This is an optimization exercise on Yosys and OpenROAD, whose aim is small area and a short achievable clock period, not a production implementation. In this exercise RTL edits were held to simulation tests only and were not proved equivalent to the original. Power and IR drop assume default switching activity.

**config.mk**
```make
export PLATFORM = sky130hd
export DESIGN_NAME = alu_top
export DESIGN_NICKNAME = alu_top
export VERILOG_FILES = /design/flow/design.v
export SDC_FILE = /design/flow/constraint.sdc
export NUM_CORES = 4
export LEC_CHECK = 0
export ABC_AREA = 1
export CAP_MARGIN = 20
export CORE_MARGIN = 2
export CORE_UTILIZATION = 40
export GPL_TIMING_DRIVEN = 0
export SLEW_MARGIN = 20
```
**constraint.sdc**
```tcl
create_clock -name core_clock -period 25.0 [get_ports {clk}]
set_input_delay 5.0000 -clock core_clock [delete_from_list [all_inputs] [get_ports {clk}]]
set_output_delay 5.0000 -clock core_clock [all_outputs]
set_load 0.01 [all_outputs]
```
**design.v**
```verilog
module alu_top (
    input             clk,
    input      [7:0]  a,
    input      [7:0]  b,
    input      [3:0]  command,
    input             en,
    output reg [15:0] out
);
    reg  [7:0]  a_q, b_q;
    reg  [3:0]  command_q;
    reg         en_q;
    wire [15:0] alu_out;
    always @(posedge clk) begin
        a_q       <= a;
        b_q       <= b;
        command_q <= command;
        en_q      <= en;
        out       <= alu_out;
    end
    alu u_alu (.a(a_q), .b(b_q), .command(command_q), .en(en_q), .out(alu_out));
endmodule

module alu (
	input [7:0] a, b,
	input [3:0] command,
	input en,
	output [15:0] out
);
wire T0 = (command[2:0] == 3'd2) | (command[2:0] == 3'd3) | (command[2:0] == 3'd4) | (command[2:0] == 3'd6);
wire T1 = (command[2:0] == 3'd1) | (command[2:0] == 3'd2) | (command[2:0] == 3'd5);
wire T2 = (command[2:0] == 3'd1) | (command[2:0] == 3'd2) | (command[2:0] == 3'd5) | (command[2:0] == 3'd7);
wire T3 = (command[2:0] == 3'd0) | (command[2:0] == 3'd1) | (command[2:0] == 3'd4) | (command[2:0] == 3'd6) | (command[2:0] == 3'd7);
wire [7:0] r_log;
assign r_log[0] = a[0] ? (b[0] ? T3 : T2) : (b[0] ? T1 : T0);
assign r_log[1] = a[1] ? (b[1] ? T3 : T2) : (b[1] ? T1 : T0);
assign r_log[2] = a[2] ? (b[2] ? T3 : T2) : (b[2] ? T1 : T0);
assign r_log[3] = a[3] ? (b[3] ? T3 : T2) : (b[3] ? T1 : T0);
assign r_log[4] = a[4] ? (b[4] ? T3 : T2) : (b[4] ? T1 : T0);
assign r_log[5] = a[5] ? (b[5] ? T3 : T2) : (b[5] ? T1 : T0);
assign r_log[6] = a[6] ? (b[6] ? T3 : T2) : (b[6] ? T1 : T0);
assign r_log[7] = a[7] ? (b[7] ? T3 : T2) : (b[7] ? T1 : T0);
wire log_hi = (command[2:0] == 3'd2) | (command[2:0] == 3'd3) | (command[2:0] == 3'd4) | (command[2:0] == 3'd6);
wire [7:0] x = a ^ {8{command[1] & ~command[0]}};
wire [7:0] y = (b & {8{~command[0]}}) | {8{command[1] & command[0]}};
wire [8:0] s = x + y + (command[1] ^ command[0]);
wire [15:0] r_arith = {{7{command[1] & ~s[8]}}, s[8] ^ command[1], s[7:0]};
wire pp0_0 = a[0] & b[0];
wire pp0_1 = a[0] & b[1];
wire pp0_2 = a[0] & b[2];
wire pp0_3 = a[0] & b[3];
wire pp0_4 = a[0] & b[4];
wire pp0_5 = a[0] & b[5];
wire pp0_6 = a[0] & b[6];
wire pp0_7 = a[0] & b[7];
wire pp1_0 = a[1] & b[0];
wire pp1_1 = a[1] & b[1];
wire pp1_2 = a[1] & b[2];
wire pp1_3 = a[1] & b[3];
wire pp1_4 = a[1] & b[4];
wire pp1_5 = a[1] & b[5];
wire pp1_6 = a[1] & b[6];
wire pp1_7 = a[1] & b[7];
wire pp2_0 = a[2] & b[0];
wire pp2_1 = a[2] & b[1];
wire pp2_2 = a[2] & b[2];
wire pp2_3 = a[2] & b[3];
wire pp2_4 = a[2] & b[4];
wire pp2_5 = a[2] & b[5];
wire pp2_6 = a[2] & b[6];
wire pp2_7 = a[2] & b[7];
wire pp3_0 = a[3] & b[0];
wire pp3_1 = a[3] & b[1];
wire pp3_2 = a[3] & b[2];
wire pp3_3 = a[3] & b[3];
wire pp3_4 = a[3] & b[4];
wire pp3_5 = a[3] & b[5];
wire pp3_6 = a[3] & b[6];
wire pp3_7 = a[3] & b[7];
wire pp4_0 = a[4] & b[0];
wire pp4_1 = a[4] & b[1];
wire pp4_2 = a[4] & b[2];
wire pp4_3 = a[4] & b[3];
wire pp4_4 = a[4] & b[4];
wire pp4_5 = a[4] & b[5];
wire pp4_6 = a[4] & b[6];
wire pp4_7 = a[4] & b[7];
wire pp5_0 = a[5] & b[0];
wire pp5_1 = a[5] & b[1];
wire pp5_2 = a[5] & b[2];
wire pp5_3 = a[5] & b[3];
wire pp5_4 = a[5] & b[4];
wire pp5_5 = a[5] & b[5];
wire pp5_6 = a[5] & b[6];
wire pp5_7 = a[5] & b[7];
wire pp6_0 = a[6] & b[0];
wire pp6_1 = a[6] & b[1];
wire pp6_2 = a[6] & b[2];
wire pp6_3 = a[6] & b[3];
wire pp6_4 = a[6] & b[4];
wire pp6_5 = a[6] & b[5];
wire pp6_6 = a[6] & b[6];
wire pp6_7 = a[6] & b[7];
wire pp7_0 = a[7] & b[0];
wire pp7_1 = a[7] & b[1];
wire pp7_2 = a[7] & b[2];
wire pp7_3 = a[7] & b[3];
wire pp7_4 = a[7] & b[4];
wire pp7_5 = a[7] & b[5];
wire pp7_6 = a[7] & b[6];
wire pp7_7 = a[7] & b[7];
wire hs1 = pp0_6 ^ pp1_5;
wire hc2 = pp0_6 & pp1_5;
wire fs3 = pp0_7 ^ pp1_6 ^ pp2_5;
wire fc4 = (pp0_7 & pp1_6) | (pp0_7 & pp2_5) | (pp1_6 & pp2_5);
wire hs5 = pp3_4 ^ pp4_3;
wire hc6 = pp3_4 & pp4_3;
wire fs7 = pp1_7 ^ pp2_6 ^ pp3_5;
wire fc8 = (pp1_7 & pp2_6) | (pp1_7 & pp3_5) | (pp2_6 & pp3_5);
wire hs9 = pp4_4 ^ pp5_3;
wire hc10 = pp4_4 & pp5_3;
wire fs11 = pp2_7 ^ pp3_6 ^ pp4_5;
wire fc12 = (pp2_7 & pp3_6) | (pp2_7 & pp4_5) | (pp3_6 & pp4_5);
wire hs13 = pp0_4 ^ pp1_3;
wire hc14 = pp0_4 & pp1_3;
wire fs15 = pp0_5 ^ pp1_4 ^ pp2_3;
wire fc16 = (pp0_5 & pp1_4) | (pp0_5 & pp2_3) | (pp1_4 & pp2_3);
wire hs17 = pp3_2 ^ pp4_1;
wire hc18 = pp3_2 & pp4_1;
wire fs19 = hs1 ^ pp2_4 ^ pp3_3;
wire fc20 = (hs1 & pp2_4) | (hs1 & pp3_3) | (pp2_4 & pp3_3);
wire fs21 = pp4_2 ^ pp5_1 ^ pp6_0;
wire fc22 = (pp4_2 & pp5_1) | (pp4_2 & pp6_0) | (pp5_1 & pp6_0);
wire fs23 = fs3 ^ hs5 ^ pp5_2;
wire fc24 = (fs3 & hs5) | (fs3 & pp5_2) | (hs5 & pp5_2);
wire fs25 = pp6_1 ^ pp7_0 ^ hc2;
wire fc26 = (pp6_1 & pp7_0) | (pp6_1 & hc2) | (pp7_0 & hc2);
wire fs27 = fs7 ^ hs9 ^ pp6_2;
wire fc28 = (fs7 & hs9) | (fs7 & pp6_2) | (hs9 & pp6_2);
wire fs29 = pp7_1 ^ fc4 ^ hc6;
wire fc30 = (pp7_1 & fc4) | (pp7_1 & hc6) | (fc4 & hc6);
wire fs31 = fs11 ^ pp5_4 ^ pp6_3;
wire fc32 = (fs11 & pp5_4) | (fs11 & pp6_3) | (pp5_4 & pp6_3);
wire fs33 = pp7_2 ^ fc8 ^ hc10;
wire fc34 = (pp7_2 & fc8) | (pp7_2 & hc10) | (fc8 & hc10);
wire fs35 = pp3_7 ^ pp4_6 ^ pp5_5;
wire fc36 = (pp3_7 & pp4_6) | (pp3_7 & pp5_5) | (pp4_6 & pp5_5);
wire fs37 = pp6_4 ^ pp7_3 ^ fc12;
wire fc38 = (pp6_4 & pp7_3) | (pp6_4 & fc12) | (pp7_3 & fc12);
wire fs39 = pp4_7 ^ pp5_6 ^ pp6_5;
wire fc40 = (pp4_7 & pp5_6) | (pp4_7 & pp6_5) | (pp5_6 & pp6_5);
wire hs41 = pp0_3 ^ pp1_2;
wire hc42 = pp0_3 & pp1_2;
wire fs43 = hs13 ^ pp2_2 ^ pp3_1;
wire fc44 = (hs13 & pp2_2) | (hs13 & pp3_1) | (pp2_2 & pp3_1);
wire fs45 = fs15 ^ hs17 ^ pp5_0;
wire fc46 = (fs15 & hs17) | (fs15 & pp5_0) | (hs17 & pp5_0);
wire fs47 = fs19 ^ fs21 ^ fc16;
wire fc48 = (fs19 & fs21) | (fs19 & fc16) | (fs21 & fc16);
wire fs49 = fs23 ^ fs25 ^ fc20;
wire fc50 = (fs23 & fs25) | (fs23 & fc20) | (fs25 & fc20);
wire fs51 = fs27 ^ fs29 ^ fc24;
wire fc52 = (fs27 & fs29) | (fs27 & fc24) | (fs29 & fc24);
wire fs53 = fs31 ^ fs33 ^ fc28;
wire fc54 = (fs31 & fs33) | (fs31 & fc28) | (fs33 & fc28);
wire fs55 = fs35 ^ fs37 ^ fc32;
wire fc56 = (fs35 & fs37) | (fs35 & fc32) | (fs37 & fc32);
wire fs57 = fs39 ^ pp7_4 ^ fc36;
wire fc58 = (fs39 & pp7_4) | (fs39 & fc36) | (pp7_4 & fc36);
wire fs59 = pp5_7 ^ pp6_6 ^ pp7_5;
wire fc60 = (pp5_7 & pp6_6) | (pp5_7 & pp7_5) | (pp6_6 & pp7_5);
wire hs61 = pp0_2 ^ pp1_1;
wire hc62 = pp0_2 & pp1_1;
wire fs63 = hs41 ^ pp2_1 ^ pp3_0;
wire fc64 = (hs41 & pp2_1) | (hs41 & pp3_0) | (pp2_1 & pp3_0);
wire fs65 = fs43 ^ pp4_0 ^ hc42;
wire fc66 = (fs43 & pp4_0) | (fs43 & hc42) | (pp4_0 & hc42);
wire fs67 = fs45 ^ hc14 ^ fc44;
wire fc68 = (fs45 & hc14) | (fs45 & fc44) | (hc14 & fc44);
wire fs69 = fs47 ^ hc18 ^ fc46;
wire fc70 = (fs47 & hc18) | (fs47 & fc46) | (hc18 & fc46);
wire fs71 = fs49 ^ fc22 ^ fc48;
wire fc72 = (fs49 & fc22) | (fs49 & fc48) | (fc22 & fc48);
wire fs73 = fs51 ^ fc26 ^ fc50;
wire fc74 = (fs51 & fc26) | (fs51 & fc50) | (fc26 & fc50);
wire fs75 = fs53 ^ fc30 ^ fc52;
wire fc76 = (fs53 & fc30) | (fs53 & fc52) | (fc30 & fc52);
wire fs77 = fs55 ^ fc34 ^ fc54;
wire fc78 = (fs55 & fc34) | (fs55 & fc54) | (fc34 & fc54);
wire fs79 = fs57 ^ fc38 ^ fc56;
wire fc80 = (fs57 & fc38) | (fs57 & fc56) | (fc38 & fc56);
wire fs81 = fs59 ^ fc40 ^ fc58;
wire fc82 = (fs59 & fc40) | (fs59 & fc58) | (fc40 & fc58);
wire fs83 = pp6_7 ^ pp7_6 ^ fc60;
wire fc84 = (pp6_7 & pp7_6) | (pp6_7 & fc60) | (pp7_6 & fc60);
wire [15:0] m_x = {1'b0, pp7_7, fs83, fs81, fs79, fs77, fs75, fs73, fs71, fs69, fs67, fs65, fs63, hs61, pp0_1, pp0_0};
wire [15:0] m_y = {1'b0, fc84, fc82, fc80, fc78, fc76, fc74, fc72, fc70, fc68, fc66, fc64, hc62, pp2_0, pp1_0, 1'b0};
wire p85 = pp0_1 ^ pp1_0;
wire p86 = hs61 ^ pp2_0;
wire p87 = fs63 ^ hc62;
wire p88 = fs65 ^ fc64;
wire p89 = fs67 ^ fc66;
wire p90 = fs69 ^ fc68;
wire p91 = fs71 ^ fc70;
wire p92 = fs73 ^ fc72;
wire p93 = fs75 ^ fc74;
wire p94 = fs77 ^ fc76;
wire p95 = fs79 ^ fc78;
wire p96 = fs81 ^ fc80;
wire p97 = fs83 ^ fc82;
wire p98 = pp7_7 ^ fc84;
wire E99 = p86 & p85;
wire V100 = p86 ? pp0_1 : hs61;
wire E101 = p87 & E99;
wire V102 = p87 ? V100 : fs63;
wire E103 = p88 & E101;
wire V104 = p88 ? V102 : fs65;
wire E105 = p89 & E103;
wire V106 = p89 ? V104 : fs67;
wire E107 = p90 & E105;
wire V108 = p90 ? V106 : fs69;
wire E109 = p91 & E107;
wire V110 = p91 ? V108 : fs71;
wire E111 = p92 & E109;
wire V112 = p92 ? V110 : fs73;
wire E113 = p93 & E111;
wire V114 = p93 ? V112 : fs75;
wire E115 = p94 & E113;
wire V116 = p94 ? V114 : fs77;
wire E117 = p95 & E115;
wire V118 = p95 ? V116 : fs79;
wire E119 = p96 & E117;
wire V120 = p96 ? V118 : fs81;
wire E121 = p97 & E119;
wire V122 = p97 ? V120 : fs83;
wire E123 = p98 & E121;
wire V124 = p98 ? V122 : pp7_7;
wire E125 = 1'b0 & E123;
wire V126 = 1'b0 ? V124 : 1'b0;
wire sm127 = p85;
wire sm128 = p86 ^ (~p85 & pp0_1);
wire sm129 = p87 ^ (~E99 & V100);
wire sm130 = p88 ^ (~E101 & V102);
wire sm131 = p89 ^ (~E103 & V104);
wire sm132 = p90 ^ (~E105 & V106);
wire sm133 = p91 ^ (~E107 & V108);
wire sm134 = p92 ^ (~E109 & V110);
wire sm135 = p93 ^ (~E111 & V112);
wire sm136 = p94 ^ (~E113 & V114);
wire sm137 = p95 ^ (~E115 & V116);
wire sm138 = p96 ^ (~E117 & V118);
wire sm139 = p97 ^ (~E119 & V120);
wire sm140 = p98 ^ (~E121 & V122);
wire sm141 = 1'b0 ^ (~E123 & V124);
wire [15:0] r_mul = {sm141, sm140, sm139, sm138, sm137, sm136, sm135, sm134, sm133, sm132, sm131, sm130, sm129, sm128, sm127, pp0_0};
wire bnz = |b;
wire e142 = a[7] ~^ b[0];
wire ge143 = e142 | a[7];
wire d144 = ~e142;
wire c145 = ge143 & (b <= 8'd1);
wire q7 = c145;
wire s146 = ~c145;
wire s147 = c145;
wire r148 = (s146 & a[7]) | (s147 & d144);
wire e149 = a[6] ~^ b[0];
wire e150 = r148 ~^ b[1];
wire E151 = e150 & e149;
wire V152 = e150 ? a[6] : r148;
wire ge153 = E151 | V152;
wire d154 = ~e149;
wire d155 = e150 ^ (e149 | a[6]);
wire c156 = ge153 & (b <= 8'd3);
wire q6 = c156;
wire s157 = ~c156;
wire s158 = c156;
wire r159 = (s157 & a[6]) | (s158 & d154);
wire r160 = (s157 & r148) | (s158 & d155);
wire e161 = a[5] ~^ b[0];
wire e162 = r159 ~^ b[1];
wire e163 = r160 ~^ b[2];
wire E164 = e162 & e161;
wire V165 = e162 ? a[5] : r159;
wire E166 = e163 & E164;
wire V167 = e163 ? V165 : r160;
wire ge168 = E166 | V167;
wire d169 = ~e161;
wire d170 = e162 ^ (e161 | a[5]);
wire d171 = e163 ^ (E164 | V165);
wire c172 = ge168 & (b <= 8'd7);
wire q5 = c172;
wire s173 = ~c172;
wire s174 = c172;
wire r175 = (s173 & a[5]) | (s174 & d169);
wire r176 = (s173 & r159) | (s174 & d170);
wire r177 = (s173 & r160) | (s174 & d171);
wire e178 = a[4] ~^ b[0];
wire e179 = r175 ~^ b[1];
wire e180 = r176 ~^ b[2];
wire e181 = r177 ~^ b[3];
wire E182 = e179 & e178;
wire V183 = e179 ? a[4] : r175;
wire E184 = e180 & E182;
wire V185 = e180 ? V183 : r176;
wire E186 = e181 & E184;
wire V187 = e181 ? V185 : r177;
wire ge188 = E186 | V187;
wire d189 = ~e178;
wire d190 = e179 ^ (e178 | a[4]);
wire d191 = e180 ^ (E182 | V183);
wire d192 = e181 ^ (E184 | V185);
wire c193 = ge188 & (b <= 8'd15);
wire q4 = c193;
wire s194 = ~c193;
wire s195 = c193;
wire r196 = (s194 & a[4]) | (s195 & d189);
wire r197 = (s194 & r175) | (s195 & d190);
wire r198 = (s194 & r176) | (s195 & d191);
wire r199 = (s194 & r177) | (s195 & d192);
wire e200 = a[3] ~^ b[0];
wire e201 = r196 ~^ b[1];
wire e202 = r197 ~^ b[2];
wire e203 = r198 ~^ b[3];
wire e204 = r199 ~^ b[4];
wire E205 = e201 & e200;
wire V206 = e201 ? a[3] : r196;
wire E207 = e202 & E205;
wire V208 = e202 ? V206 : r197;
wire E209 = e203 & E207;
wire V210 = e203 ? V208 : r198;
wire E211 = e204 & E209;
wire V212 = e204 ? V210 : r199;
wire ge213 = E211 | V212;
wire d214 = ~e200;
wire d215 = e201 ^ (e200 | a[3]);
wire d216 = e202 ^ (E205 | V206);
wire d217 = e203 ^ (E207 | V208);
wire d218 = e204 ^ (E209 | V210);
wire c219 = ge213 & (b <= 8'd31);
wire q3 = c219;
wire s220 = ~c219;
wire s221 = c219;
wire r222 = (s220 & a[3]) | (s221 & d214);
wire r223 = (s220 & r196) | (s221 & d215);
wire r224 = (s220 & r197) | (s221 & d216);
wire r225 = (s220 & r198) | (s221 & d217);
wire r226 = (s220 & r199) | (s221 & d218);
wire e227 = a[2] ~^ b[0];
wire e228 = r222 ~^ b[1];
wire e229 = r223 ~^ b[2];
wire e230 = r224 ~^ b[3];
wire e231 = r225 ~^ b[4];
wire e232 = r226 ~^ b[5];
wire E233 = e228 & e227;
wire V234 = e228 ? a[2] : r222;
wire E235 = e229 & E233;
wire V236 = e229 ? V234 : r223;
wire E237 = e230 & E235;
wire V238 = e230 ? V236 : r224;
wire E239 = e231 & E237;
wire V240 = e231 ? V238 : r225;
wire E241 = e232 & E239;
wire V242 = e232 ? V240 : r226;
wire ge243 = E241 | V242;
wire d244 = ~e227;
wire d245 = e228 ^ (e227 | a[2]);
wire d246 = e229 ^ (E233 | V234);
wire d247 = e230 ^ (E235 | V236);
wire d248 = e231 ^ (E237 | V238);
wire d249 = e232 ^ (E239 | V240);
wire c250 = ge243 & (b <= 8'd63);
wire q2 = c250;
wire s251 = ~c250;
wire s252 = c250;
wire r253 = (s251 & a[2]) | (s252 & d244);
wire r254 = (s251 & r222) | (s252 & d245);
wire r255 = (s251 & r223) | (s252 & d246);
wire r256 = (s251 & r224) | (s252 & d247);
wire r257 = (s251 & r225) | (s252 & d248);
wire r258 = (s251 & r226) | (s252 & d249);
wire e259 = a[0] ~^ b[0];
wire e260 = a[1] ~^ b[1];
wire e261 = r253 ~^ b[2];
wire e262 = r254 ~^ b[3];
wire e263 = r255 ~^ b[4];
wire e264 = r256 ~^ b[5];
wire e265 = r257 ~^ b[6];
wire e266 = r258 ~^ b[7];
wire E267 = e260 & e259;
wire V268 = e260 ? a[0] : a[1];
wire E269 = e261 & E267;
wire V270 = e261 ? V268 : r253;
wire E271 = e262 & E269;
wire V272 = e262 ? V270 : r254;
wire E273 = e263 & E271;
wire V274 = e263 ? V272 : r255;
wire E275 = e264 & E273;
wire V276 = e264 ? V274 : r256;
wire E277 = e265 & E275;
wire V278 = e265 ? V276 : r257;
wire E279 = e266 & E277;
wire V280 = e266 ? V278 : r258;
wire ge281 = E279 | V280;
wire c282 = ge281;
wire e283 = ~a[0];
wire e284 = a[1] ~^ b[0];
wire e285 = r253 ~^ b[1];
wire e286 = r254 ~^ b[2];
wire e287 = r255 ~^ b[3];
wire e288 = r256 ~^ b[4];
wire e289 = r257 ~^ b[5];
wire e290 = r258 ~^ b[6];
wire E291 = e284 & e283;
wire V292 = e284 ? a[0] : a[1];
wire E293 = e285 & E291;
wire V294 = e285 ? V292 : r253;
wire E295 = e286 & E293;
wire V296 = e286 ? V294 : r254;
wire E297 = e287 & E295;
wire V298 = e287 ? V296 : r255;
wire E299 = e288 & E297;
wire V300 = e288 ? V298 : r256;
wire E301 = e289 & E299;
wire V302 = e289 ? V300 : r257;
wire E303 = e290 & E301;
wire V304 = e290 ? V302 : r258;
wire ge305 = E303 | V304;
wire c306 = ge305 & (b <= 8'd127);
wire [10:0] b3 = 3 * {3'b0, b};
wire e307 = a[0] ~^ b3[0];
wire e308 = a[1] ~^ b3[1];
wire e309 = r253 ~^ b3[2];
wire e310 = r254 ~^ b3[3];
wire e311 = r255 ~^ b3[4];
wire e312 = r256 ~^ b3[5];
wire e313 = r257 ~^ b3[6];
wire e314 = r258 ~^ b3[7];
wire E315 = e308 & e307;
wire V316 = e308 ? a[0] : a[1];
wire E317 = e309 & E315;
wire V318 = e309 ? V316 : r253;
wire E319 = e310 & E317;
wire V320 = e310 ? V318 : r254;
wire E321 = e311 & E319;
wire V322 = e311 ? V320 : r255;
wire E323 = e312 & E321;
wire V324 = e312 ? V322 : r256;
wire E325 = e313 & E323;
wire V326 = e313 ? V324 : r257;
wire E327 = e314 & E325;
wire V328 = e314 ? V326 : r258;
wire ge329 = E327 | V328;
wire c330 = ge329 & (b <= 8'd85);
wire q1 = c306;
wire q0 = (c306 ? c330 : c282);
wire [15:0] r_div = {8'd0, {q7,q6,q5,q4,q3,q2,q1,q0} & {8{bnz}}};
reg [15:0] o;
always @(*) begin
	case (command)
	4'd0, 4'd1, 4'd2, 4'd3: o = r_arith;
	4'd4: o = r_mul;
	4'd5: o = r_div;
	4'd6: o = {7'd0, a, 1'b0};
	4'd7: o = {9'd0, a[7:1]};
	default: o = {{8{log_hi}}, r_log};
	endcase
end
assign out = en ? o : 16'd0;
endmodule
```
**flow/run.sh**
```bash
#!/bin/bash
# Standard layout with these changes:
#  - synthesis: no full/half-adder cell extraction (ADDER_MAP_FILE empty), so ABC maps all logic,
#    and ABC's area script is flow/abc_area.script (a copy of ORFS's scripts folder with that
#    one file replaced is used for the synthesis step only);
#  - port buffers chosen in flow/ports.tcl instead of the default (DONT_BUFFER_PORTS=1 stops the
#    flow's own call; ports.tcl runs just before it, at the start of global placement);
#  - after the placement resize step, flip-flops with large fanout get the x4 drive;
#  - clock tree: one level of buffers, no dummy loads.
# make's output goes to make_*.log here; ORFS writes each tool's log under orfs/logs/.
set -euo pipefail
here=$(pwd)
export UPSIZE_FLOP_FANOUT=${UPSIZE_FLOP_FANOUT:-8}
rm -rf "$here/synth_scripts"
cp -r "$FLOW_HOME/scripts" "$here/synth_scripts"
cp "$here/flow/abc_area.script" "$here/synth_scripts/abc_area.script"
bash standard.sh ADDER_MAP_FILE= SCRIPTS_DIR="$here/synth_scripts" synth > make_synth.log 2>&1
CTS="-root_buf sky130_fd_sc_hd__clkbuf_16 -buf_list sky130_fd_sc_hd__clkbuf_16 -sink_clustering_enable -sink_clustering_size 60 -sink_clustering_max_diameter 1000 -dont_use_dummy_load -repair_clock_nets"
bash standard.sh ADDER_MAP_FILE= DONT_BUFFER_PORTS=1 PRE_GLOBAL_PLACE_TCL="$here/flow/ports.tcl" \
  POST_RESIZE_TCL="$here/flow/upsize_flops.tcl" "CTS_ARGS=$CTS" finish > make_finish.log 2>&1
```
**flow/abc_area.script**
```
strash
dc2
balance
rewrite
refactor
balance
rewrite
rewrite -z
balance
refactor -z
rewrite -z
balance
dch
map -B 0.9
strash
dch
map -B 0.9
topo
stime -c
buffer -c
upsize -c
dnsize -c
```
**flow/ports.tcl**
```tcl
# Port buffers: the smallest buffer on inputs (they have most of the cycle to spare) and a
# faster one on outputs. Every input and output port still gets its own buffer.
buffer_ports -inputs -buffer_cell sky130_fd_sc_hd__buf_1
buffer_ports -outputs -buffer_cell sky130_fd_sc_hd__buf_2
```
**flow/upsize_flops.tcl**
```tcl
# Flip-flops whose output drives many pins get a stronger drive (same function, same name).
set n 0
foreach inst [get_cells *] {
  set ref [get_property $inst ref_name]
  if {$ref ne "sky130_fd_sc_hd__dfxtp_1"} { continue }
  set q [get_pins -of_objects $inst -filter "direction == output"]
  set loads [llength [get_pins -of_objects [get_nets -of_objects $q] -filter "direction == input"]]
  if {$loads >= $::env(UPSIZE_FLOP_FANOUT)} {
    replace_cell $inst sky130_fd_sc_hd__dfxtp_4
    incr n
  }
}
puts "upsize_flops: $n flip-flops resized"
```
**standard.sh**
```bash
#!/bin/bash
# synth_recipe.tcl (not shown) runs the flow's synth.tcl, then flattens the netlist and writes it again
# the make line also repeats each setting of config.mk as NAME=value (left out here)
make -C /OpenROAD-flow-scripts/flow DESIGN_CONFIG=/design/flow/config.mk WORK_HOME=/design/flow/orfs CLKGATE_MAP_FILE= SYNTH_SCRIPT=/design/flow/synth_recipe.tcl "${@:-finish}"
```
==> results.cfg, run 1 <==
[synthesis]
ffs_w_async_s_r_synth_pct = 0
mappedNetlistArea_sq_mm = 0.00509
synth_xor_xnor_area_share_pct = 11.0
synth_fa_ha_area_share_pct = 0.197
synth-simple-area-share_pct = 44.4
synth.ff_latch_count = 37
synth_mux_area_share_pct = 0
synth-warning-count = 2
synth_top_flop_cell = sky130_fd_sc_hd__dfxtp_1
avgSynthCellArea_sq_um = 5.48
synth_compound_gate_area_share_pct = 19.2
synth_cell_type_count = 47
synth.yosys.seq_area_share_pct = 14.6
main_combinational_cell_family_by_area_after_synthesis = simple AND/OR/NAND/NOR gates
synth_enable_flop_cells = 0
post_synth_inst_count = 928
syn_nets = 950

[timing]
clock-skew-final_ns = 0.0134
fmax_mhz = 175
final_critical_path_setup_slack_ns = 19.29
final_worst_path_cycle_share_pct = 22.8
report.final.hold_viol_count = 0
period_minus_slack_ns = 5.71
timing.setup.tns_ns = 0
max_slew.worst_pin.slew_ns = 0.981
final-max-slew-violation-count = 0
rsz_0062_raised_after_global_routing = no
finalSetupViolations = 0
timing.max_slew.rel_slack_pct = 34.3
hold_slack_ns = 0.581

[placed_design]
gpl.final_weighted_congestion = 1.01
place_ws_ns = 19.48
dpl-instance-area_sq_mm = 0.00546
dpl.hpwl_microns = 13000
portBuffers = 37

[clock_network]
worstSkewPairLatency_ns = 0.29
clock_sinks = 37
total_clock_buffers_created_by_cts = 5
cts_repair_resize_count = 0
clk_pin_slew_worst_paths_ns = 0.06
clock_tree.buffer_depth = 2
cts.root.buffer_cell = sky130_fd_sc_hd__clkbuf_16
clock_tree.htree_level_count = 2
number_of_buffers_inserted_for_hold_repair_after_clock_tree_synthesis = 0
post-cts-setup-buffer-count = 0
cts_tree = yes

[power_and_ir_drop]
total_power_mw = 0.275
static-leakage-power_nw = 2.85
power_density_mw_per_mm2 = 49.2
worst_ir_drop_vdd_uv = 28.4

[worst_setup_path]
timing.critical_path.cells = buf_2
crit_path_end_kind = primary output
timing.critical_path.max_delay_family = flip-flops
worst-path-buf-inv = 1
worst_setup_path_start_kind = flop
crit-reg2reg-capture = out[0]$_SDFF_PN0_
worst-endpoint-required_ns = 20.00
slowest_stage = sky130_fd_sc_hd__dfxtp_1
rr_worst_depth = 51
path_max_fanout = 1
worst_r2r_startpoint = b_q[3]$_DFF_P_
critical-path-max-stage-delay_ns = 0.29
setup.worst_path.class = flop to primary output
worst-r2r-setup-slack_ns = 19.38
startpoint = out[1]$_SDFF_PN0_
cp.arrival_ns = 0.71

[route]
avgViaCountPerCell = 5.24
drt_wl_total_microns = 16600
drt-wirelength-per-cell_microns = 14.6
route.vias.total = 5984
starting_drt_drc_count = 518
drc_errors = 0
drt.antenna.violating_nets = 0
detail_route.first_pass.iterations = 5

[layout]
finalInstanceArea_sq_mm = 0.00559
drive_above_1_share_pct = 10.3
areaGrowthSynthToFinish_pct = 9.81
nets = 994
num_antenna_cells = 0

[floorplanning]
floorplan.initialDensity_pct = 40.6
pin_count = 38
fp.coreArea_sq_mm = 0.0125
placementRows = 41
dieArea_sq_mm = 0.0136
chip_width_microns = 117
chipHeight_microns = 117

[global_route]
pin_count_of_the_biggest_net_entering_global_routing = 12
first_global_vias = 5343
globalRouteTotalUtil_pct = 25.5
grt.overflow.total = 0
grt_first_pass_wirelength_microns = 26700
grt_antenna_before_repair = 0

[job]
maxCapViolCount = 0

[hold_path]
hold-path-endpoint = out[13]$_SDFF_PN0_
hold-path-cell-count = 1
hold_class = flop to flop
worst_hold_startpoint = en_q$_DFF_P_

[run_status]
status = finished clean
==> cell usage after synthesis, drive strengths merged (2+ instances only) <==
cell	n	area (sq um)
buf	13	66.3
o21a	4	30.0
a31oi	7	43.8
o211ai	4	30.0
a21oi	54	285
o21ai	68	344
inv	111	417
o22ai	11	68.8
or2	26	163
clkbuf	15	56.3
a21o	4	30.0
xnor2	21	184
nor3	11	55.1
nand3b	2	15.0
dfxtp	37	741
nor2	69	293
a21boi	2	15.0
o221ai	2	17.5
nand2	336	1330
nand4	7	43.8
o31ai	2	15.0
a221oi	5	43.8
xor2	43	377
nand3	65	345
==> cell usage in the layout (no fill, tap or decap), types with 4 or more instances in the layout <==
cell / synthesis / routed
sky130_fd_sc_hd__a21o_1: 4 / 4
sky130_fd_sc_hd__a21oi_1: 52 / 52
sky130_fd_sc_hd__a221oi_1: 5 / 5
sky130_fd_sc_hd__a31oi_1: 7 / 7
sky130_fd_sc_hd__buf_1: 4 / 25
sky130_fd_sc_hd__buf_2: 8 / 24
sky130_fd_sc_hd__clkbuf_1: 15 / 15
sky130_fd_sc_hd__clkbuf_16: 0 / 5
sky130_fd_sc_hd__dfxtp_1: 37 / 37
sky130_fd_sc_hd__inv_1: 102 / 102
sky130_fd_sc_hd__inv_2: 9 / 9
sky130_fd_sc_hd__nand2_1: 311 / 311
sky130_fd_sc_hd__nand2_2: 23 / 23
sky130_fd_sc_hd__nand3_1: 61 / 61
sky130_fd_sc_hd__nand3_2: 4 / 4
sky130_fd_sc_hd__nand4_1: 7 / 7
sky130_fd_sc_hd__nor2_1: 65 / 65
sky130_fd_sc_hd__nor3_1: 11 / 11
sky130_fd_sc_hd__o211ai_1: 4 / 4
sky130_fd_sc_hd__o21a_1: 4 / 4
sky130_fd_sc_hd__o21ai_0: 61 / 61
sky130_fd_sc_hd__o21ai_1: 6 / 6
sky130_fd_sc_hd__o22ai_1: 11 / 11
sky130_fd_sc_hd__or2_2: 24 / 24
sky130_fd_sc_hd__xnor2_1: 21 / 21
sky130_fd_sc_hd__xor2_1: 43 / 43
==> stage by stage <==
stage,std cells,util (%)
6_report,1142,44.6
2_1_floorplan,928,-
3_3_place_gp,1137,43.6
3_5_place_dp,1137,43.6
4_1_cts,1142,44.6
5_1_grt,1142,44.6
==> per-layer routing <==
layer  wire length (microns)  vias up  track usage [%]  share of wire [%]
met4                     510        0             9.18                3.1
met3                    1430       33             4.02                8.6
li1                        -     3074                -                  -
met2                    7210      233             40.5                 43
met1                    7470     2644             34.9                 45
met5                       0        -                0                  0
==> where the power goes <==
| part | switching [mW] | internal (mW) | leakage [nW] |
|---|---|---|---|
| Clock | 0.0240 | 0.0352 | 0.0616 |
| Combinational | 0.0958 | 0.0536 | 2.48 |
| Sequential | 0.00300 | 0.0632 | 0.310 |
==> sequential cells by signal (all words and copies together), names as in the netlist <==
name,count
b_q,8
out,16
command_q,4
en_q,1
a_q,8
==> kinds of logic (layout without fill, tap and decap cells) <==
| group | after synthesis | in the layout |
|---|---|---|
| simple gates | 518 | 518 |
| compound gates | 169 | 169 |
| buf+inv | 139 | 181 |
| xor+xnor | 64 | 64 |
| flops | 37 | 37 |
| fa+ha+maj | 1 | 1 |
==> layout make-up <==
class / instances / area [sq um]
plain buffers: 28 / 123
clock buffers: 5 / 125
fillers: 1454 / 6930
inverters: 111 / 417
multi-input cells: 752 / 3810
flip-flops and latches: 37 / 741
well taps: 172 / 215
repair buffers: 37 / 159
==> worst max path at each step <==
stage	to	slack, ns	depth (start not counted)
final	out[1]	19.29	1
after global placement	out[0]$_SDFF_PN0_	19.57	53
after detailed placement	out[0]$_SDFF_PN0_	19.48	52
after global routing	out[0]$_SDFF_PN0_	18.75	58
after CTS	out[14]	19.28	1
after floorplan	out[0]	19.67	0
==> run 2: changes to the inputs <==
--- a/design.v
+++ b/design.v
@@ -27,22 +27,44 @@
 	output [15:0] out
 );
-wire T0 = (command[2:0] == 3'd2) | (command[2:0] == 3'd3) | (command[2:0] == 3'd4) | (command[2:0] == 3'd6);
-wire T1 = (command[2:0] == 3'd1) | (command[2:0] == 3'd2) | (command[2:0] == 3'd5);
-wire T2 = (command[2:0] == 3'd1) | (command[2:0] == 3'd2) | (command[2:0] == 3'd5) | (command[2:0] == 3'd7);
-wire T3 = (command[2:0] == 3'd0) | (command[2:0] == 3'd1) | (command[2:0] == 3'd4) | (command[2:0] == 3'd6) | (command[2:0] == 3'd7);
-wire [7:0] r_log;
-assign r_log[0] = a[0] ? (b[0] ? T3 : T2) : (b[0] ? T1 : T0);
-assign r_log[1] = a[1] ? (b[1] ? T3 : T2) : (b[1] ? T1 : T0);
-assign r_log[2] = a[2] ? (b[2] ? T3 : T2) : (b[2] ? T1 : T0);
-assign r_log[3] = a[3] ? (b[3] ? T3 : T2) : (b[3] ? T1 : T0);
-assign r_log[4] = a[4] ? (b[4] ? T3 : T2) : (b[4] ? T1 : T0);
-assign r_log[5] = a[5] ? (b[5] ? T3 : T2) : (b[5] ? T1 : T0);
-assign r_log[6] = a[6] ? (b[6] ? T3 : T2) : (b[6] ? T1 : T0);
-assign r_log[7] = a[7] ? (b[7] ? T3 : T2) : (b[7] ? T1 : T0);
-wire log_hi = (command[2:0] == 3'd2) | (command[2:0] == 3'd3) | (command[2:0] == 3'd4) | (command[2:0] == 3'd6);
-wire [7:0] x = a ^ {8{command[1] & ~command[0]}};
-wire [7:0] y = (b & {8{~command[0]}}) | {8{command[1] & command[0]}};
-wire [8:0] s = x + y + (command[1] ^ command[0]);
-wire [15:0] r_arith = {{7{command[1] & ~s[8]}}, s[8] ^ command[1], s[7:0]};
+wire P0 = (command == 4'd2) | (command == 4'd3) | (command == 4'd10) | (command == 4'd11) | (command == 4'd12) | (command == 4'd14);
+wire P1 = (command == 4'd0) | (command == 4'd3) | (command == 4'd9) | (command == 4'd10) | (command == 4'd13);
+wire P2 = (command == 4'd0) | (command == 4'd1) | (command == 4'd9) | (command == 4'd10) | (command == 4'd13) | (command == 4'd15);
+wire P3 = (command == 4'd1) | (command == 4'd2) | (command == 4'd8) | (command == 4'd9) | (command == 4'd12) | (command == 4'd14) | (command == 4'd15);
+wire G0 = 1'b0;
+wire G1 = (command == 4'd2);
+wire G2 = (command == 4'd3) | (command == 4'd6);
+wire G3 = (command == 4'd0) | (command == 4'd3) | (command == 4'd6);
+wire cin = (command == 4'd1) | (command == 4'd2);
+wire [7:0] up, ug;
+wire [8:0] uc;
+assign uc[0] = cin;
+assign up[0] = a[0] ? (b[0] ? P3 : P2) : (b[0] ? P1 : P0);
+assign ug[0] = a[0] ? (b[0] ? G3 : G2) : (b[0] ? G1 : G0);
+assign uc[1] = ug[0] | (up[0] & uc[0]);
+assign up[1] = a[1] ? (b[1] ? P3 : P2) : (b[1] ? P1 : P0);
+assign ug[1] = a[1] ? (b[1] ? G3 : G2) : (b[1] ? G1 : G0);
+assign uc[2] = ug[1] | (up[1] & uc[1]);
+assign up[2] = a[2] ? (b[2] ? P3 : P2) : (b[2] ? P1 : P0);
+assign ug[2] = a[2] ? (b[2] ? G3 : G2) : (b[2] ? G1 : G0);
+assign uc[3] = ug[2] | (up[2] & uc[2]);
+assign up[3] = a[3] ? (b[3] ? P3 : P2) : (b[3] ? P1 : P0);
+assign ug[3] = a[3] ? (b[3] ? G3 : G2) : (b[3] ? G1 : G0);
+assign uc[4] = ug[3] | (up[3] & uc[3]);
+assign up[4] = a[4] ? (b[4] ? P3 : P2) : (b[4] ? P1 : P0);
+assign ug[4] = a[4] ? (b[4] ? G3 : G2) : (b[4] ? G1 : G0);
+assign uc[5] = ug[4] | (up[4] & uc[4]);
+assign up[5] = a[5] ? (b[5] ? P3 : P2) : (b[5] ? P1 : P0);
+assign ug[5] = a[5] ? (b[5] ? G3 : G2) : (b[5] ? G1 : G0);
+assign uc[6] = ug[5] | (up[5] & uc[5]);
+assign up[6] = a[6] ? (b[6] ? P3 : P2) : (b[6] ? P1 : P0);
+assign ug[6] = a[6] ? (b[6] ? G3 : G2) : (b[6] ? G1 : G0);
+assign uc[7] = ug[6] | (up[6] & uc[6]);
+assign up[7] = a[7] ? (b[7] ? P3 : P2) : (b[7] ? P1 : P0);
+assign ug[7] = a[7] ? (b[7] ? G3 : G2) : (b[7] ? G1 : G0);
+assign uc[8] = ug[7] | (up[7] & uc[7]);
+wire u_sub = command[3:1] == 3'b001;
+wire u_c8 = (command == 4'd0) | (command == 4'd1) | (command == 4'd6);
+wire u_hi = u_sub ? ~uc[8] : ((command == 4'd10) | (command == 4'd11) | (command == 4'd12) | (command == 4'd14));
+wire [15:0] r_unit = {{7{u_hi}}, u_c8 ? uc[8] : u_hi, up ^ uc[7:0]};
 wire pp0_0 = a[0] & b[0];
 wire pp0_1 = a[0] & b[1];
@@ -456,10 +478,8 @@
 always @(*) begin
 	case (command)
-	4'd0, 4'd1, 4'd2, 4'd3: o = r_arith;
 	4'd4: o = r_mul;
 	4'd5: o = r_div;
-	4'd6: o = {7'd0, a, 1'b0};
 	4'd7: o = {9'd0, a[7:1]};
-	default: o = {{8{log_hi}}, r_log};
+	default: o = r_unit;
 	endcase
 end
--- a/flow/run.sh
+++ b/flow/run.sh
@@ -6,5 +6,6 @@
 #  - port buffers chosen in flow/ports.tcl instead of the default (DONT_BUFFER_PORTS=1 stops the
 #    flow's own call; ports.tcl runs just before it, at the start of global placement);
-#  - after the placement resize step, flip-flops with large fanout get the x4 drive;
+#  - after the placement resize step, flip-flops with large fanout get the x4 drive, and gates
+#    on paths slower than TARGET_NS are sized up (flow/post_resize.tcl);
 #  - clock tree: one level of buffers, no dummy loads.
 # make's output goes to make_*.log here; ORFS writes each tool's log under orfs/logs/.
@@ -12,4 +13,7 @@
 here=$(pwd)
 export UPSIZE_FLOP_FANOUT=${UPSIZE_FLOP_FANOUT:-8}
+# setup slack that the post-placement sizing aims for: the clock period less TARGET_NS
+TARGET_NS=5.5
+export REPAIR_SETUP_MARGIN=$(python3 -c "print(round($FLOW_PERIOD_NS - $TARGET_NS, 3))")
 rm -rf "$here/synth_scripts"
 cp -r "$FLOW_HOME/scripts" "$here/synth_scripts"
@@ -18,3 +22,3 @@
 CTS="-root_buf sky130_fd_sc_hd__clkbuf_16 -buf_list sky130_fd_sc_hd__clkbuf_16 -sink_clustering_enable -sink_clustering_size 60 -sink_clustering_max_diameter 1000 -dont_use_dummy_load -repair_clock_nets"
 bash standard.sh ADDER_MAP_FILE= DONT_BUFFER_PORTS=1 PRE_GLOBAL_PLACE_TCL="$here/flow/ports.tcl" \
-  POST_RESIZE_TCL="$here/flow/upsize_flops.tcl" "CTS_ARGS=$CTS" finish > make_finish.log 2>&1
+  POST_RESIZE_TCL="$here/flow/post_resize.tcl" "CTS_ARGS=$CTS" finish > make_finish.log 2>&1
==> flow/post_resize.tcl (new file) <==
# After the placement resize step: stronger flip-flops on large fanouts, then (when
# REPAIR_SETUP_MARGIN is set) gate sizing and swaps, no new buffers, on paths with less setup
# slack than that margin.
source [file join [file dirname [info script]] upsize_flops.tcl]
if { [info exists ::env(REPAIR_SETUP_MARGIN)] && $::env(REPAIR_SETUP_MARGIN) ne "" } {
  estimate_parasitics -placement
  repair_timing -setup -setup_margin $::env(REPAIR_SETUP_MARGIN) -sequence "sizeup,swap" -skip_last_gasp
  report_worst_slack -max
}
==> results.cfg, run 2 <==
[global_route]
first_global_vias = 5177
grt_antenna_before_repair = 0
grt.overflow.total = 0
grt_first_pass_wirelength_microns = 26100
globalRouteTotalUtil_pct = 25.1
pin_count_of_the_biggest_net_entering_global_routing = 12

[synthesis]
mappedNetlistArea_sq_mm = 0.00492
syn_nets = 933
post_synth_inst_count = 911
synth_top_flop_cell = sky130_fd_sc_hd__dfxtp_1
synth_cell_type_count = 43
synth_enable_flop_cells = 0
synth.yosys.seq_area_share_pct = 15.0
post_synth_main_area_contributors = sky130_fd_sc_hd__nand2_1 24%, sky130_fd_sc_hd__dfxtp_1 15%, sky130_fd_sc_hd__o21ai_0 7.5%
synth-warning-count = 2
synth_top_area_cell = sky130_fd_sc_hd__nand2_1
synth.ff_latch_count = 37
ffs_w_async_s_r_synth_pct = 0
synth.most_common_cell = sky130_fd_sc_hd__nand2_1
avgSynthCellArea_sq_um = 5.40
synthTopCellsByCount = 320 x sky130_fd_sc_hd__nand2_1, 98 x sky130_fd_sc_hd__inv_1, 74 x sky130_fd_sc_hd__o21ai_0
yosys_top_cell_area_share_pct = 24.4

[worst_setup_path]
path_max_fanout = 1
worst-path-buf-inv = 1
cp.arrival_ns = 0.73
worst_r2r_startpoint = b_q[6]$_DFF_P_
worst-endpoint-required_ns = 20.00
critical-path-max-stage-delay_ns = 0.31
setup.worst_path.class = flop to primary output
worst_setup_path_start_kind = flop
rr_worst_depth = 50
crit_path_end_kind = primary output
timing.critical_path.max_delay_family = flip-flops
crit-reg2reg-capture = out[0]$_SDFF_PN0_
slowest_stage = sky130_fd_sc_hd__dfxtp_1
worst-r2r-setup-slack_ns = 19.66
timing.critical_path.cells = buf_2

[power_and_ir_drop]
worst_ir_drop_vdd_uv = 24.6
power_density_mw_per_mm2 = 50.5
static-leakage-power_nw = 2.78
total_power_mw = 0.272

[route]
routed.top_layer = met4
starting_drt_drc_count = 560
detail_route.first_pass.iterations = 6
drt-wirelength-per-cell_microns = 14.6
drc_errors = 0
avgViaCountPerCell = 5.28
wl_met2_microns = 7190
drt.antenna.violating_nets = 0
wirelength_met1_microns = 7340
route.vias.total = 5807
dr_wl_met3_microns = 1110
drt_wl_total_microns = 16000

[placed_design]
portBuffers = 37
gpl.final_weighted_congestion = 0.935
place_inst = 1095
dpl.hpwl_microns = 12500

[clock_network]
number_of_buffers_inserted_for_hold_repair_after_clock_tree_synthesis = 0
post-cts-setup-buffer-count = 0
clock_tree.buffer_depth = 2
clock_sinks = 37
cts_repair_resize_count = 0
cts_tree = yes
clk_pin_slew_worst_paths_ns = 0.06
cts.root.buffer_cell = sky130_fd_sc_hd__clkbuf_16
total_clock_buffers_created_by_cts = 5
clock_tree.htree_level_count = 2
worstSkewPairLatency_ns = 0.30

[layout]
num_antenna_cells = 0
drive_above_1_share_pct = 9.55
most_frequent_cells_in_the_layout = 320 x sky130_fd_sc_hd__nand2_1, 98 x sky130_fd_sc_hd__inv_1, 74 x sky130_fd_sc_hd__o21ai_0
layout.cells.non_filler = 1100
largest-register = out
largest_register_ffs = 16
reg_top3 = out (16), a_q (8), b_q (8)
areaGrowthSynthToFinish_pct = 9.51
mostFrequentLayoutCell = sky130_fd_sc_hd__nand2_1
nets = 977
final.fill_count = 1325

[timing]
final-max-slew-violation-count = 0
finalSetupViolations = 0
timing.max_slew.rel_slack_pct = 31.7
final_worst_path_cycle_share_pct = 22.9
report.final.hold_viol_count = 0
clock-skew-final_ns = 0.00807
period_minus_slack_ns = 5.73
max_slew.worst_pin.slew_ns = 1.02
rsz_0062_raised_after_global_routing = no
timing.setup.tns_ns = 0
fmax_mhz = 174

[floorplanning]
chip_width_microns = 115
placementRows = 40
fp.coreArea_sq_mm = 0.0120
chipHeight_microns = 115
floorplan.initialDensity_pct = 41.0
pin_count = 38
dieArea_sq_mm = 0.0132

[hold_path]
hold_class = flop to flop
worst_hold_startpoint = en_q$_DFF_P_
hold-path-endpoint = out[0]$_SDFF_PN0_
hold-path-cell-count = 3

[run_status]
status = finished clean

[job]
maxCapViolCount = 0
-- run 2: how the worst max path moves through the flow --
stage	cells past startpoint	startpoint	end
4_1_cts	1	out[14]$_SDFF_PN0_	out[14]
3_3_place_gp	1	out[14]$_SDFF_PN0_	out[14]
6_report	1	out[14]$_SDFF_PN0_	out[14]
3_5_place_dp	1	out[7]$_SDFF_PN0_	out[7]
5_1_grt	49	b_q[0]$_DFF_P_	out[0]$_SDFF_PN0_
2_1_floorplan	0	out[0]$_SDFF_PN0_	out[0]
-- run 2: area by class of cell --
type	instances	area, sq um	share of cell area, %
multi-input combinational	742	3660	67.9
inverter	106	400	7.43
clock buffer	5	125	2.32
buffer	26	124	2.30
sequential	37	741	13.7
timing repair buffer	37	159	2.95
tap	147	184	3.41
-- run 2: metrics by stage --
step	util (%)	cell area, sq um	setup WS (ns)	hold WS, ns
2_1_floorplan	-	4920	19.67	0.582
3_3_place_gp	43.8	5270	19.58	0.705
3_5_place_dp	43.8	5270	19.59	0.700
4_1_cts	44.9	5390	19.26	0.706
5_1_grt	44.9	5390	18.90	0.747
6_report	44.9	5390	19.27	0.713
-- run 2: layer usage --
layer,track usage [%],vias up
met5,0,-
met4,8.03,0
met3,4.48,28
met2,40.7,214
met1,33.8,2538
li1,-,3027
-- run 2: tightest hold or removal path: cells and delay by family, from the launching register on --
kind	cells	cell delay [ns]
DFF	1	0.29
buffers and inverters	1	0.21
and+or+nand+nor	1	0.12
AOI/OAI and AO/OA	1	0.04
-- run 2: cell families after synthesis --
kind of cell           count (synthesis)  share of synthesized area (%)
XOR/XNOR                              53                           9.43
buffers and inverters                132                           10.7
AO/OA/AOI/OAI                        179                           20.5
flip-flops                            37                           15.0
multiplexers                           1                          0.229
AND/OR/NAND/NOR                      509                           44.1
-- run 2: where the power goes --
| part | leakage, nW | internal [mW] | total (mW) | switching [mW] |
|---|---|---|---|---|
| clock network | 0.0616 | 0.0353 | 0.0608 | 0.0255 |
| registers | 0.310 | 0.0637 | 0.0660 | 0.00233 |
| logic | 2.41 | 0.0500 | 0.145 | 0.0951 |
==> run 3: changes to the inputs <==
--- a/flow/run.sh
+++ b/flow/run.sh
@@ -14,5 +14,5 @@
 export UPSIZE_FLOP_FANOUT=${UPSIZE_FLOP_FANOUT:-8}
 # setup slack that the post-placement sizing aims for: the clock period less TARGET_NS
-TARGET_NS=5.5
+TARGET_NS=5.1
 export REPAIR_SETUP_MARGIN=$(python3 -c "print(round($FLOW_PERIOD_NS - $TARGET_NS, 3))")
 rm -rf "$here/synth_scripts"
==> results.cfg, run 3 <==
[placed_design]
gpl.final_weighted_congestion = 0.935
place_inst = 1095
portBuffers = 37
dpl.hpwl_microns = 12600

[hold_path]
hold_class = flop to flop
hold-path-cell-count = 3
worst_hold_startpoint = en_q$_DFF_P_
hold-path-endpoint = out[0]$_SDFF_PN0_

[power_and_ir_drop]
total_power_mw = 0.271
worst_ir_drop_vdd_uv = 46.8
static-leakage-power_nw = 2.78
power_density_mw_per_mm2 = 50.0

[floorplanning]
floorplan.initialDensity_pct = 41.0
dieArea_sq_mm = 0.0132
placementRows = 40
pin_count = 38
fp.coreArea_sq_mm = 0.0120
chipHeight_microns = 115
chip_width_microns = 115

[synthesis]
synth-warning-count = 2
post_synth_inst_count = 911
mappedNetlistArea_sq_mm = 0.00492
synth.ff_latch_count = 37
syn_nets = 933
synth_top_area_cell = sky130_fd_sc_hd__nand2_1
synth_cell_type_count = 43
post_synth_main_area_contributors = sky130_fd_sc_hd__nand2_1 24%, sky130_fd_sc_hd__dfxtp_1 15%, sky130_fd_sc_hd__o21ai_0 7.5%
synth_enable_flop_cells = 0
yosys_top_cell_area_share_pct = 24.4
synthTopCellsByCount = 320 x sky130_fd_sc_hd__nand2_1, 98 x sky130_fd_sc_hd__inv_1, 74 x sky130_fd_sc_hd__o21ai_0
avgSynthCellArea_sq_um = 5.40
ffs_w_async_s_r_synth_pct = 0
synth_top_flop_cell = sky130_fd_sc_hd__dfxtp_1
synth.most_common_cell = sky130_fd_sc_hd__nand2_1
synth.yosys.seq_area_share_pct = 15.0

[timing]
period_minus_slack_ns = 5.73
final_worst_path_cycle_share_pct = 22.9
fmax_mhz = 175
rsz_0062_raised_after_global_routing = no
finalSetupViolations = 0
report.final.hold_viol_count = 0
max_slew.worst_pin.slew_ns = 1.04
final-max-slew-violation-count = 0
timing.max_slew.rel_slack_pct = 29.9
timing.setup.tns_ns = 0
clock-skew-final_ns = 0.0111

[layout]
drive_above_1_share_pct = 9.97
reg_top3 = out (16), a_q (8), b_q (8)
layout.cells.non_filler = 1100
largest_register_ffs = 16
areaGrowthSynthToFinish_pct = 10.1
nets = 977
num_antenna_cells = 0
mostFrequentLayoutCell = sky130_fd_sc_hd__nand2_1
largest-register = out
final.fill_count = 1343
most_frequent_cells_in_the_layout = 319 x sky130_fd_sc_hd__nand2_1, 98 x sky130_fd_sc_hd__inv_1, 73 x sky130_fd_sc_hd__o21ai_0

[clock_network]
clk_pin_slew_worst_paths_ns = 0.06
clock_tree.buffer_depth = 2
cts_repair_resize_count = 0
total_clock_buffers_created_by_cts = 5
cts.root.buffer_cell = sky130_fd_sc_hd__clkbuf_16
number_of_buffers_inserted_for_hold_repair_after_clock_tree_synthesis = 0
worstSkewPairLatency_ns = 0.30
clock_tree.htree_level_count = 2
cts_tree = yes
post-cts-setup-buffer-count = 0
clock_sinks = 37

[worst_setup_path]
setup.worst_path.class = flop to primary output
worst_r2r_startpoint = a_q[7]$_DFF_P_
path_max_fanout = 1
worst_setup_path_start_kind = flop
slowest_stage = sky130_fd_sc_hd__dfxtp_1
timing.critical_path.cells = buf_2
critical-path-max-stage-delay_ns = 0.31
cp.arrival_ns = 0.73
timing.critical_path.max_delay_family = flip-flops
crit-reg2reg-capture = out[0]$_SDFF_PN0_
worst-endpoint-required_ns = 20.00
worst-r2r-setup-slack_ns = 19.77
crit_path_end_kind = primary output
rr_worst_depth = 53
worst-path-buf-inv = 1
startpoint = out[7]$_SDFF_PN0_

[global_route]
pin_count_of_the_biggest_net_entering_global_routing = 14
first_global_vias = 5237
grt.overflow.total = 0
grt_first_pass_wirelength_microns = 26300
globalRouteTotalUtil_pct = 25.4
grt_antenna_before_repair = 0

[route]
drt_wl_total_microns = 16000
drc_errors = 0
detail_route.first_pass.iterations = 6
avgViaCountPerCell = 5.36
drt.antenna.violating_nets = 0
starting_drt_drc_count = 461
route.vias.total = 5891
drt-wirelength-per-cell_microns = 14.6

[run_status]
status = finished clean

[job]
maxCapViolCount = 0
run 3: cell type report:
type	count	area (sq um)	share of cell area, %
Tap cell	147	184	3.39
Buffer	26	124	2.29
Timing Repair Buffer	37	165	3.05
Sequential cell	37	743	13.7
Multi-Input combinational cell	742	3680	67.8
Inverter	106	403	7.43
Clock buffer	5	125	2.31
run 3: worst max-delay path by stage:
stage                        endpoint  slack (ns)  cells past startpoint
floorplan                      out[0]       19.67                      0
global placement              out[14]       19.58                      1
CTS                            out[7]       19.26                      1
finish                         out[7]       19.27                      1
detailed placement             out[7]       19.58                      1
global route        out[0]$_SDFF_PN0_       19.10                     52
run 3: cells by family (layout without fill, tap and decap cells):
| group | count (synthesis) | in the layout | share of synthesized area, % |
|---|---|---|---|
| compound gates | 179 | 179 | 20.5 |
| xor+xnor | 53 | 53 | 9.43 |
| buf+inv | 132 | 174 | 10.7 |
| flops | 37 | 37 | 15.0 |
| mux | 1 | 1 | 0.229 |
| simple gates | 509 | 509 | 44.1 |
run 3: stage by stage:
step	util (%)	cell area, sq um	setup slack, ns	hold slack, ns
finish	45.1	5420	19.27	0.699
global route	45.1	5420	19.10	0.736
CTS	45.1	5420	19.26	0.698
detailed placement	44.1	5300	19.58	0.689
global placement	43.8	5270	19.58	0.705
floorplan	-	4920	19.67	0.582
run 3: metal layers:
metal / part of all wire (%) / routed length (microns) / vias to the layer above / global-route usage (%)
met1: 45 / 7260 / 2604 / 34.1
li1: - / - / 3030 / -
met5: 0 / 0 / - / 0
met2: 44 / 7000 / 210 / 39.8
met3: 7.8 / 1260 / 47 / 5.69
met4: 3.3 / 525 / 0 / 9.24
run 3: power by group:
part / total [mW] / internal (mW) / switching, mW
clock: 0.0581 / 0.0352 / 0.0230
combinational: 0.147 / 0.0504 / 0.0963
sequential: 0.0663 / 0.0638 / 0.00250
total: 0.271 / 0.149 / 0.122
==> run 4: changes to the inputs <==
--- a/flow/abc_area.script
+++ b/flow/abc_area.script
@@ -18,5 +18,3 @@
 topo
 stime -c
-buffer -c
-upsize -c
 dnsize -c
==> results.cfg, run 4 <==
[run_status]
status = finished clean

[synthesis]
synth_fa_ha_area_share_pct = 0
synth_top_area_cell = sky130_fd_sc_hd__nand2_1
synth_cell_type_count = 28
ffs_w_async_s_r_synth_pct = 0
yosys_top_cell_area_share_pct = 27.0
avgSynthCellArea_sq_um = 5.30
synth_enable_flop_cells = 0
post_synth_inst_count = 885
syn_nets = 907
synth.ff_latch_count = 37
synth-simple-area-share_pct = 44.3
synth_top_flop_cell = sky130_fd_sc_hd__dfxtp_1
synth_mux_area_share_pct = 0.240
synthTopCellsByCount = 337 x sky130_fd_sc_hd__nand2_1, 106 x sky130_fd_sc_hd__clkinv_1, 81 x sky130_fd_sc_hd__o21ai_0
mappedNetlistArea_sq_mm = 0.00469
synth-warning-count = 2
post_synth_main_area_contributors = sky130_fd_sc_hd__nand2_1 27%, sky130_fd_sc_hd__dfxtp_1 16%, sky130_fd_sc_hd__o21ai_0 8.6%
main_combinational_cell_family_by_area_after_synthesis = simple AND/OR/NAND/NOR gates
synth_compound_gate_area_share_pct = 21.2
synth.yosys.seq_area_share_pct = 15.8
synth_xor_xnor_area_share_pct = 9.90
synth.most_common_cell = sky130_fd_sc_hd__nand2_1

[worst_setup_path]
timing.critical_path.cells = buf_2
worst_setup_path_start_kind = flop
critical-path-max-stage-delay_ns = 0.31
worst-path-buf-inv = 1
worst-r2r-setup-slack_ns = 19.48
worst_r2r_startpoint = b_q[0]$_DFF_P_
slowest_stage = sky130_fd_sc_hd__dfxtp_1
crit-reg2reg-capture = out[1]$_SDFF_PN0_
worstSetupEndpoint = out[4]
cp.arrival_ns = 0.73
path_max_fanout = 1
startpoint = out[4]$_SDFF_PN0_
crit_path_end_kind = primary output
setup.worst_path.class = flop to primary output
critical_path_cell_count = 1
rr_worst_depth = 45
worst-endpoint-required_ns = 20.00
timing.critical_path.max_delay_family = flip-flops

[global_route]
grt.overflow.total = 0
grt_first_pass_wirelength_microns = 24800
globalRouteTotalUtil_pct = 24.5
pin_count_of_the_biggest_net_entering_global_routing = 22
first_global_vias = 5114
grt_antenna_before_repair = 0

[timing]
timing.setup.tns_ns = 0
hold_slack_ns = 0.533
rsz_0062_raised_after_global_routing = no
report.final.hold_viol_count = 0
final-max-slew-violation-count = 0
finalSetupViolations = 0
period_minus_slack_ns = 5.73
final_worst_path_cycle_share_pct = 22.9
clock-skew-final_ns = 0.00976
final_critical_path_setup_slack_ns = 19.27
fmax_mhz = 175
max_slew.worst_pin.slew_ns = 0.917
timing.max_slew.rel_slack_pct = 38.2

[power_and_ir_drop]
power_density_mw_per_mm2 = 49.7
power_switching_share_pct = 44.8
power.share.combinational_pct = 51.1
static-leakage-power_nw = 2.40
power.clock.fraction_pct = 22.0
p_int_mw = 0.148
total_power_mw = 0.268
sequentialPowerShare_pct = 26.9
worst_ir_drop_vdd_uv = 40.1
p_sw_mw = 0.120

[layout]
mostFrequentLayoutCell = sky130_fd_sc_hd__nand2_1
nets = 951
drive_above_1_share_pct = 11.4
num_antenna_cells = 0
most_frequent_cells_in_the_layout = 317 x sky130_fd_sc_hd__nand2_1, 100 x sky130_fd_sc_hd__clkinv_1, 74 x sky130_fd_sc_hd__o21ai_0
largest-register = out
areaGrowthSynthToFinish_pct = 15.1
largest_register_ffs = 16
finalInstanceArea_sq_mm = 0.00539
final_core_util_pct = 47.2
layout.cells.non_filler = 1070
reg_top3 = out (16), a_q (8), b_q (8)

[route]
detail_route.first_pass.iterations = 8
route.vias.total = 5661
starting_drt_drc_count = 510
wl_met2_microns = 6450
drt-wirelength-per-cell_microns = 14.2
wirelength_met1_microns = 6830
drt_wl_total_microns = 15200
dr_wl_met3_microns = 1270
avgViaCountPerCell = 5.29
drc_errors = 0
routed.top_layer = met4
drt.antenna.violating_nets = 0

[job]
maxCapViolCount = 0

[floorplanning]
pin_count = 38
placementRows = 39
floorplan.initialDensity_pct = 41.1
chip_width_microns = 112
fp.coreArea_sq_mm = 0.0114
chipHeight_microns = 112
dieArea_sq_mm = 0.0126

[hold_path]
hold_class = flop to flop

[clock_network]
total_clock_buffers_created_by_cts = 5
clk_pin_slew_worst_paths_ns = 0.05
number_of_buffers_inserted_for_hold_repair_after_clock_tree_synthesis = 0
clock_tree.buffer_depth = 2
cts.root.buffer_cell = sky130_fd_sc_hd__clkbuf_16
clock_sinks = 37
cts_repair_resize_count = 0
worstSkewPairLatency_ns = 0.29
clock_tree.htree_level_count = 2
post-cts-setup-buffer-count = 0
cts_tree = yes

[placed_design]
place_inst = 1065
dpl.hpwl_microns = 11400
gpl.final_weighted_congestion = 0.948
portBuffers = 37
place_ws_ns = 19.58
dpl-instance-area_sq_mm = 0.00527
run 4: power by group through the flow:
stage / logic [mW] / registers [mW] / clock network [mW]
after floorplan: 0.104 / 0.0713 / 0
after global placement: 0.130 / 0.0733 / 0
after detailed placement: 0.136 / 0.0728 / 0
after CTS: 0.136 / 0.0716 / 0.0606
after global routing: 0.157 / 0.0725 / 0.0621
final: 0.137 / 0.0720 / 0.0590
run 4: worst min-delay path by stage:
stage / start / endpoint / slack (ns) / cells after the start
floorplan: en_q$_DFF_P_ / out[0]$_SDFF_PN0_ / 0.49 / 2
global placement: en_q$_DFF_P_ / out[2]$_SDFF_PN0_ / 0.60 / 2
detailed placement: en_q$_DFF_P_ / out[2]$_SDFF_PN0_ / 0.52 / 2
CTS: en_q$_DFF_P_ / out[2]$_SDFF_PN0_ / 0.53 / 2
global route: en_q$_DFF_P_ / out[2]$_SDFF_PN0_ / 0.54 / 2
finish: en_q$_DFF_P_ / out[2]$_SDFF_PN0_ / 0.53 / 2
run 4: cells by family (layout without fill, tap and decap cells):
family	count (synthesis)	count (layout)
compound gates	179	179
xor+xnor	53	53
buf+inv	106	148
flops	37	37
mux	1	1
simple gates	509	509
run 4: area by class of cell:
| class | instances | area [sq um] |
|---|---|---|
| inverter | 106 | 413 |
| sequential | 37 | 805 |
| clock buffer | 5 | 125 |
| tap | 143 | 179 |
| timing repair buffer | 37 | 159 |
| fill | 1281 | 6020 |
| multi-input combinational | 742 | 3710 |
run 4: metal layers:
metal  track usage [%]  vias up
met2              37.7      218
met1              32.6     2399
met3              5.89       48
met4              11.0        0
met5                 0        -
li1                  -     2996

static timing again, ports no longer ideal:
No port has a modelled driver above. Below, the same layouts with a new extraction and two added sets of constraints.
Step 1: set_driving_cell puts a clkbuf_16 on clk and a buf_2 on each other input, an assumption about the parent block.
Step 2, shift: input delay + t, output delay - t, t = (earliest + latest rising clock arrival at the registers) / 2. This alone moves slack from input paths to output paths.
Three values: ideal, step 1, step 2; two values: the first two.
| run | t (ns) | setup WS [ns] | worst register clock-pin slew, ns | pins driven straight from the clock port |
|---|---|---|---|---|
| run 1 | 0.325 | 19.292 / 19.251 / 19.376 | 0.06 / 0.06 | 1 |
| run 2 | 0.333 | 19.268 / 19.227 / 19.560 | 0.06 / 0.06 | 1 |
| run 3 | 0.334 | 19.275 / 19.232 / 19.566 | 0.06 / 0.06 | 1 |
| run 4 | 0.328 | 19.274 / 19.235 / 19.483 | 0.06 / 0.06 | 1 |
After both steps setup and hold are still met in every run listed.
